This is an optimization exercise on Yosys and OpenROAD, whose aim is small area, not a production implementation.
In this exercise RTL edits were held to simulation tests only and were not proved equivalent to the original.

==> run Z <==
## FIR2
module FIR2 (X, clk, Y, reset);
   input  [11:0] X;
   input  clk;
   output [13:0] Y;
   input  reset;
   reg [13:0] Y;
   reg [11:0] d1, d2, d3, d4, d5, d6, d7, d8, d9, d10, d11, d12, d13, d14, d15, d16, d17, d18, d19, d20, d21, d22, d23, d24, d25, d26, d27, d28, d29, d30, d31, d32, d33, d34, d35, d36, d37, d38, d39, d40, d41, d42, d43, d44, d45, d46, d47, d48, d49, d50, d51, d52, d53, d54, d55, d56, d57, d58;
   always @(posedge clk) begin
      d1 <= X;
      d2 <= d1;
      d3 <= d2;
      d4 <= d3;
      d5 <= d4;
      d6 <= d5;
      d7 <= d6;
      d8 <= d7;
      d9 <= d8;
      d10 <= d9;
      d11 <= d10;
      d12 <= d11;
      d13 <= d12;
      d14 <= d13;
      d15 <= d14;
      d16 <= d15;
      d17 <= d16;
      d18 <= d17;
      d19 <= d18;
      d20 <= d19;
      d21 <= d20;
      d22 <= d21;
      d23 <= d22;
      d24 <= d23;
      d25 <= d24;
      d26 <= d25;
      d27 <= d26;
      d28 <= d27;
      d29 <= d28;
      d30 <= d29;
      d31 <= d30;
      d32 <= d31;
      d33 <= d32;
      d34 <= d33;
      d35 <= d34;
      d36 <= d35;
      d37 <= d36;
      d38 <= d37;
      d39 <= d38;
      d40 <= d39;
      d41 <= d40;
      d42 <= d41;
      d43 <= d42;
      d44 <= d43;
      d45 <= d44;
      d46 <= d45;
      d47 <= d46;
      d48 <= d47;
      d49 <= d48;
      d50 <= d49;
      d51 <= d50;
      d52 <= d51;
      d53 <= d52;
      d54 <= d53;
      d55 <= d54;
      d56 <= d55;
      d57 <= d56;
      d58 <= d57;
   end
   reg [5:0] cnt;
   always @(posedge clk or posedge reset)
      if (reset) cnt <= 6'd0;
      else if (cnt != 6'd63) cnt <= cnt + 6'd1;
   wire v2 = (cnt[5] | (cnt[4] | (cnt[3] | (cnt[2] | cnt[1]))));
   wire [11:0] m2 = ~(d2 & {12{v2}});
   wire v4 = (cnt[5] | (cnt[4] | (cnt[3] | cnt[2])));
   wire [11:0] m4 = ~(d4 & {12{v4}});
  ...
export LEC_CHECK = 0
export CAP_MARGIN = 20
export CORE_MARGIN = 2
export CORE_UTILIZATION = 40
export CTS_BUF_LIST = sky130_fd_sc_hd__clkbuf_8
export CTS_CLUSTER_DIAMETER = 60
export CTS_CLUSTER_SIZE = 16
export SLEW_MARGIN = 20
export SYNTH_HIERARCHICAL = 1
create_clock -name core_clock -period 15.0 [get_ports {clk}]
standard.sh (not shown) runs the stock make flow with config.mk's settings and CLKGATE_MAP_FILE= SYNTH_SCRIPT=/design/flow/synth_recipe.tcl, a recipe that flattens the netlist after the stock synthesis.
==> flow/flow/run.sh <==
#!/bin/bash
# Standard ORFS flow (the standard.sh), with the port buffers that
# buffer_ports inserts on every input and output made the smallest buffer.
set -o pipefail
export BUFFER_PORTS_ARGS="-buffer_cell sky130_fd_sc_hd__buf_1"
bash standard.sh > standard_flow.log 2>&1
==> run B (differences from run Z) <==
==> flow/run.sh (new file) <==
#!/bin/bash
# synth_recipe.tcl (not shown) runs the flow's synth.tcl, then flattens the netlist and writes it again
# the make line also repeats each setting of config.mk as NAME=value (left out here)
make -C /OpenROAD-flow-scripts/flow DESIGN_CONFIG=/design/flow/config.mk WORK_HOME=/design/flow/orfs CLKGATE_MAP_FILE= SYNTH_SCRIPT=/design/flow/synth_recipe.tcl finish
removed: flow/flow/run.sh
removed: flow/standard.sh
==> run E (differences from run Z) <==
GPL_TIMING_DRIVEN = 0   (was unset)
==> run A (differences from run Z) <==
ABC_AREA = 1   (was unset)
GPL_TIMING_DRIVEN = 0   (was unset)
==> qor summary <==
quantity	run E	run A	run B	run Z
Global placer's final weighted congestion	0.9675	0.9712	0.9357	0.9648
Xor/xnor cell area share of the yosys netlist	0.2159%	0.2657%	0.2159%	0.2159%
Fraction of standard cell area that is sequential	41.45%	41.11%	41.05%	41.20%
Number of stages on the worst setup path	35	43	36	36
Dpl cells	3278	3318	3271	3269
Result of the run	complete, no violations	complete, no violations	complete, no violations	complete, no violations
Initial DRC Count	1037	1045	931	917
Overall die height	288.9 µm	289.0 µm	288.9 µm	288.9 µm
Signal inverters	178	214	178	178
Syn Std Cell Area	32460 µm²	32500 µm²	32460 µm²	32460 µm²
Fin crit share	96.58%	96.54%	96.26%	95.13%
Area growth from synthesis to layout	7.281%	8.047%	8.322%	7.917%
Post-layout nets	3071	3115	3067	3066
Placement Setup Slack	328.9 ps	101.8 ps	125.6 ps	461.0 ps
Arrival time of the worst setup path	15060 ps	15070 ps	15020 ps	14840 ps


==> inputs of indigo <==
Starting RTL as in the previous note.
==> flow/config.mk <==
export PLATFORM = sky130hd
export DESIGN_NAME = FIR2
export DESIGN_NICKNAME = FIR2
export VERILOG_FILES = /design/flow/design.v
export SDC_FILE = /design/flow/constraint.sdc
export NUM_CORES = 4
export LEC_CHECK = 0
export CAP_MARGIN = 20
export CORE_MARGIN = 2
export CORE_UTILIZATION = 40
export CTS_BUF_LIST = sky130_fd_sc_hd__clkbuf_4
export CTS_CLUSTER_DIAMETER = 50
export CTS_CLUSTER_SIZE = 10
export SLEW_MARGIN = 20
export SYNTH_HIERARCHICAL = 1
==> flow/constraint.sdc <==
create_clock -name core_clock -period 15.0 [get_ports {clk}]
set_input_delay 3.0000 -clock core_clock [delete_from_list [all_inputs] [get_ports {clk}]]
set_output_delay 3.0000 -clock core_clock [all_outputs]
set_load 0.01 [all_outputs]
==> flow/flow/run.sh <==
#!/bin/bash
# Standard ORFS flow (the standard.sh), with the port buffers that
# buffer_ports inserts on every input and output made the smallest buffer.
set -o pipefail
export BUFFER_PORTS_ARGS="-buffer_cell sky130_fd_sc_hd__buf_1"
bash standard.sh > standard_flow.log 2>&1
==> lagoon (differences from indigo) <==
==> flow/config.mk (replaced) <==
export PLATFORM = sky130hd
export DESIGN_NAME = FIR2
export DESIGN_NICKNAME = FIR2
export VERILOG_FILES = /design/flow/design.v
export SDC_FILE = /design/flow/constraint.sdc
export NUM_CORES = 4
export LEC_CHECK = 0
export CAP_MARGIN = 20
export CORE_MARGIN = 2
export CORE_UTILIZATION = 55
export CTS_BUF_LIST = sky130_fd_sc_hd__clkbuf_8
export CTS_CLUSTER_DIAMETER = 60
export CTS_CLUSTER_SIZE = 16
export GPL_TIMING_DRIVEN = 0
export SLEW_MARGIN = 20
export SYNTH_HIERARCHICAL = 1
==> summary.txt <==
==========================================================================
Outcome                                                       complete, no violations
Half-perimeter wire length of the detailed placement result      71,100 µm
Global routing met1 resource utilization                             0.284
Die width                                                           289 µm
Mean number of vias per cell                                          4.66
Max stage delay on crit path                                       0.82 ns
Worst skew pair latency                                            0.90 ns
Non-Clock Buffer Count                                                  55
Die Height                                                          289 µm
Met2 routing resource usage after global routing                     0.329
DR vias                                                             15,800
==========================================================================
(the above is from indigo)
==> summary.txt <==
==========================================================================
Global routing met1 resource utilization                             0.435
Met2 routing resource usage after global routing                     0.454
Worst skew pair latency                                            0.72 ns
DR vias                                                             15,900
Die Height                                                          247 µm
Setup repair after global routing missed its margin                  false
Hold Path End                                                        d2[5]
Half-perimeter wire length of the detailed placement result      74,900 µm
Non-Clock Buffer Count                                                  63
Outcome                                                       complete, no violations
Mean number of vias per cell                                          5.21
Die width                                                           247 µm
Max stage delay on crit path                                       0.74 ns
==========================================================================
(the above is from lagoon)


==> run a <==
FIR2, a different RTL version from the one above (not shown whole).
export LEC_CHECK = 0
export CAP_MARGIN = 20
export CORE_MARGIN = 2
export CORE_UTILIZATION = 40
export CTS_BUF_LIST = sky130_fd_sc_hd__clkbuf_8
export CTS_CLUSTER_DIAMETER = 60
export CTS_CLUSTER_SIZE = 16
export SLEW_MARGIN = 20
export SYNTH_HIERARCHICAL = 1
create_clock -name core_clock -period 15.0 [get_ports {clk}]
run.sh (not shown) runs the stock make flow with config.mk's settings and CLKGATE_MAP_FILE= SYNTH_SCRIPT=/design/flow/synth_recipe.tcl, a recipe that flattens the netlist after the stock synthesis.
Stock flow here: none of the scripts above is used.
==> run b (differences from run a) <==
Settings changed: CORE_UTILIZATION 40 to 65, CTS_CLUSTER_SIZE 16 to 20.
==> notes <==
Against run a, the maximum frequency of run b is higher by 1.2%. Against run a, the register-to-register slack of run b is higher by 160 ps. In critical path depth, run a and run b do not differ. Final cell count: run b is smaller than run a (about 12%).


==> inputs of v13 <==
FIR2 again, from the RTL that the note above started with.
export LEC_CHECK = 0
export CAP_MARGIN = 20
export CORE_MARGIN = 2
export CORE_UTILIZATION = 50
export CTS_BUF_LIST = sky130_fd_sc_hd__clkbuf_8
export CTS_CLUSTER_DIAMETER = 60
export CTS_CLUSTER_SIZE = 20
export SLEW_MARGIN = 20
export SYNTH_HIERARCHICAL = 1
create_clock -name core_clock -period 15.0 [get_ports {clk}]
==> inputs of v10, as changes to v13 <==
--- a/flow/config.mk
+++ b/flow/config.mk
@@ -7,9 +7,8 @@
 export LEC_CHECK = 0
 export CAP_MARGIN = 20
 export CORE_MARGIN = 2
-export CORE_UTILIZATION = 50
-export CTS_BUF_LIST = sky130_fd_sc_hd__clkbuf_8
-export CTS_CLUSTER_DIAMETER = 60
+export CORE_UTILIZATION = 40
+export CTS_CLUSTER_DIAMETER = 80
 export CTS_CLUSTER_SIZE = 20
 export SLEW_MARGIN = 20
 export SYNTH_HIERARCHICAL = 1
==> inputs of v29, as changes to v13 <==
==> flow/config.mk (replaced) <==
export PLATFORM = sky130hd
export DESIGN_NAME = FIR2
export DESIGN_NICKNAME = FIR2
export VERILOG_FILES = /design/flow/design.v
export SDC_FILE = /design/flow/constraint.sdc
export NUM_CORES = 4
export LEC_CHECK = 0
export CAP_MARGIN = 20
export CORE_MARGIN = 2
export CORE_UTILIZATION = 40
export CTS_CLUSTER_DIAMETER = 90
export CTS_CLUSTER_SIZE = 25
export SLEW_MARGIN = 20
export SYNTH_HIERARCHICAL = 1
==> inputs of v19, as changes to v13 <==
==> flow/config.mk (replaced) <==
export PLATFORM = sky130hd
export DESIGN_NAME = FIR2
export DESIGN_NICKNAME = FIR2
export VERILOG_FILES = /design/flow/design.v
export SDC_FILE = /design/flow/constraint.sdc
export NUM_CORES = 4
export LEC_CHECK = 0
export CAP_MARGIN = 20
export CORE_MARGIN = 2
export CORE_UTILIZATION = 40
export GPL_TIMING_DRIVEN = 0
export SLEW_MARGIN = 20
export SYNTH_HIERARCHICAL = 1
==> results.rst <==
.. list-table::
   :header-rows: 1

   * - Metric
     - Value
   * - Required time of the critical path
     - 15510 ps
   * - Met3 Usage GRT
     - 0.0427
   * - Final Instance Count excl. Fillers
     - 3359
   * - ClkCell Share
     - 0.0307
   * - Delay of the slowest cell on the worst path
     - 920 ps
   * - Antenna violations before repair
     - 12
   * - Max stage delay cell, worst path
     - nor2_1
   * - Area growth, synth to finish
     - 8.19%
   * - Vias
     - 16500
   * - Met3 wirelength from detailed routing
     - 5.50 mm
   * - Buffer and inverter count on the worst path
     - 3
   * - Outcome
     - no timing/DRC/antenna violations
   * - Critical Path Sink
     - Y[7]$_DFF_PP0_
   * - Signal arrival time at the worst endpoint
     - 14410 ps
   * - Slack of the worst reg-to-reg path
     - 1100 ps
   * - Initial core utilization
     - 0.402
the above is filed under v29

==> results.rst <==
.. list-table::
   :header-rows: 1

   * - Metric
     - Value
   * - Area growth, synth to finish
     - 8.80%
   * - Slack of the worst reg-to-reg path
     - about 1100 ps
   * - Delay of the slowest cell on the worst path
     - 930 ps
   * - Required time of the critical path
     - 15510 ps
   * - Buffer and inverter count on the worst path
     - 3
   * - Initial core utilization
     - 0.402
   * - Antenna violations before repair
     - 11
   * - Signal arrival time at the worst endpoint
     - 14440 ps
   * - Final Instance Count excl. Fillers
     - ~3400
   * - Outcome
     - no timing/DRC/antenna violations
   * - Met3 wirelength from detailed routing
     - 6.51 mm
the above is filed under v10

==> results.rst <==
.. list-table::
   :header-rows: 1

   * - Metric
     - Value
   * - Met3 wirelength from detailed routing
     - 6.58 mm
   * - Outcome
     - no timing/DRC/antenna violations
   * - ClkCell Share
     - 0.0640
   * - Critical Path Sink
     - Y[8]$_DFF_PP0_
   * - Vias
     - around 17000
   * - Final Instance Count excl. Fillers
     - 3457
   * - Met3 Usage GRT
     - 0.0557
   * - Slack of the worst reg-to-reg path
     - 630 ps
   * - Delay of the slowest cell on the worst path
     - 870 ps
the above is filed under v19

==> results.rst <==
.. list-table::
   :header-rows: 1

   * - Metric
     - Value
   * - Final GP Congestion
     - 0.963
   * - Initial core utilization
     - 0.508
   * - Met3 Usage GRT
     - 0.0733
   * - Outcome
     - no timing/DRC/antenna violations
   * - Signal arrival time at the worst endpoint
     - approximately 14000 ps
   * - Max stage delay cell, worst path
     - fa_1
   * - Antenna violations before repair
     - 5
   * - Met3 wirelength from detailed routing
     - 7.23 mm
   * - ClkCell Share
     - 0.0277
   * - Buffer and inverter count on the worst path
     - 3
   * - Delay of the slowest cell on the worst path
     - around 910 ps
   * - Area growth, synth to finish
     - 6.95%
   * - Required time of the critical path
     - 15600 ps
   * - Critical Path Sink
     - Y[7]$_DFF_PP0_
   * - Final Instance Count excl. Fillers
     - ~3200
the above is filed under v13

separate check: timing with driven ports:
No port has a modelled driver above. Below, the same layouts with a new extraction and two added sets of constraints.
Step 1 assumes that a clkbuf_16 drives the clock port and a buf_2 every other input.
Step 2, shift: input delay + t, output delay - t, t = (earliest + latest rising clock arrival at the registers) / 2. This alone moves slack from input paths to output paths.
a / b / c = ideal / step 1 / step 2; a / b = the first two.
| run | t (ns) | slack for setup (ns) | worst setup path after step 2 |
|---|---|---|---|
| run Z of note 1 | 0.766 | 0.730 / 0.730 / 0.592 | input to register |
| run B of note 1 | 0.767 | 0.561 / 0.561 / 0.171 | input to register |
| run E of note 1 | 0.748 | 0.514 / 0.514 / 0.514 | register to register |
| run A of note 1 | 0.752 | 0.519 / 0.519 / 0.401 | input to register |
| indigo | 0.907 | 0.691 / 0.691 / 0.569 | input to register |
| lagoon | 0.759 | 0.515 / 0.515 / 0.515 | register to register |
| run a of note 3 | 0.758 | 1.091 / 1.091 / 1.091 | register to register |
| run b of note 3 | 0.760 | 1.250 / 1.250 / 1.250 | register to register |
| v13 | 0.754 | 1.113 / 1.113 / 1.113 | register to register |
| v10 | 0.664 | 1.070 / 1.070 / 1.070 | register to register |
| v29 | 0.659 | 1.099 / 1.099 / 1.099 | register to register |
| v19 | 0.684 | 0.626 / 0.626 / 0.626 | register to register |
After both steps setup and hold are still met in every run listed. For run B of note 1, which loses most, drivers alone change the setup slack by 0.000 ns; drivers and shift together by -0.390 ns.
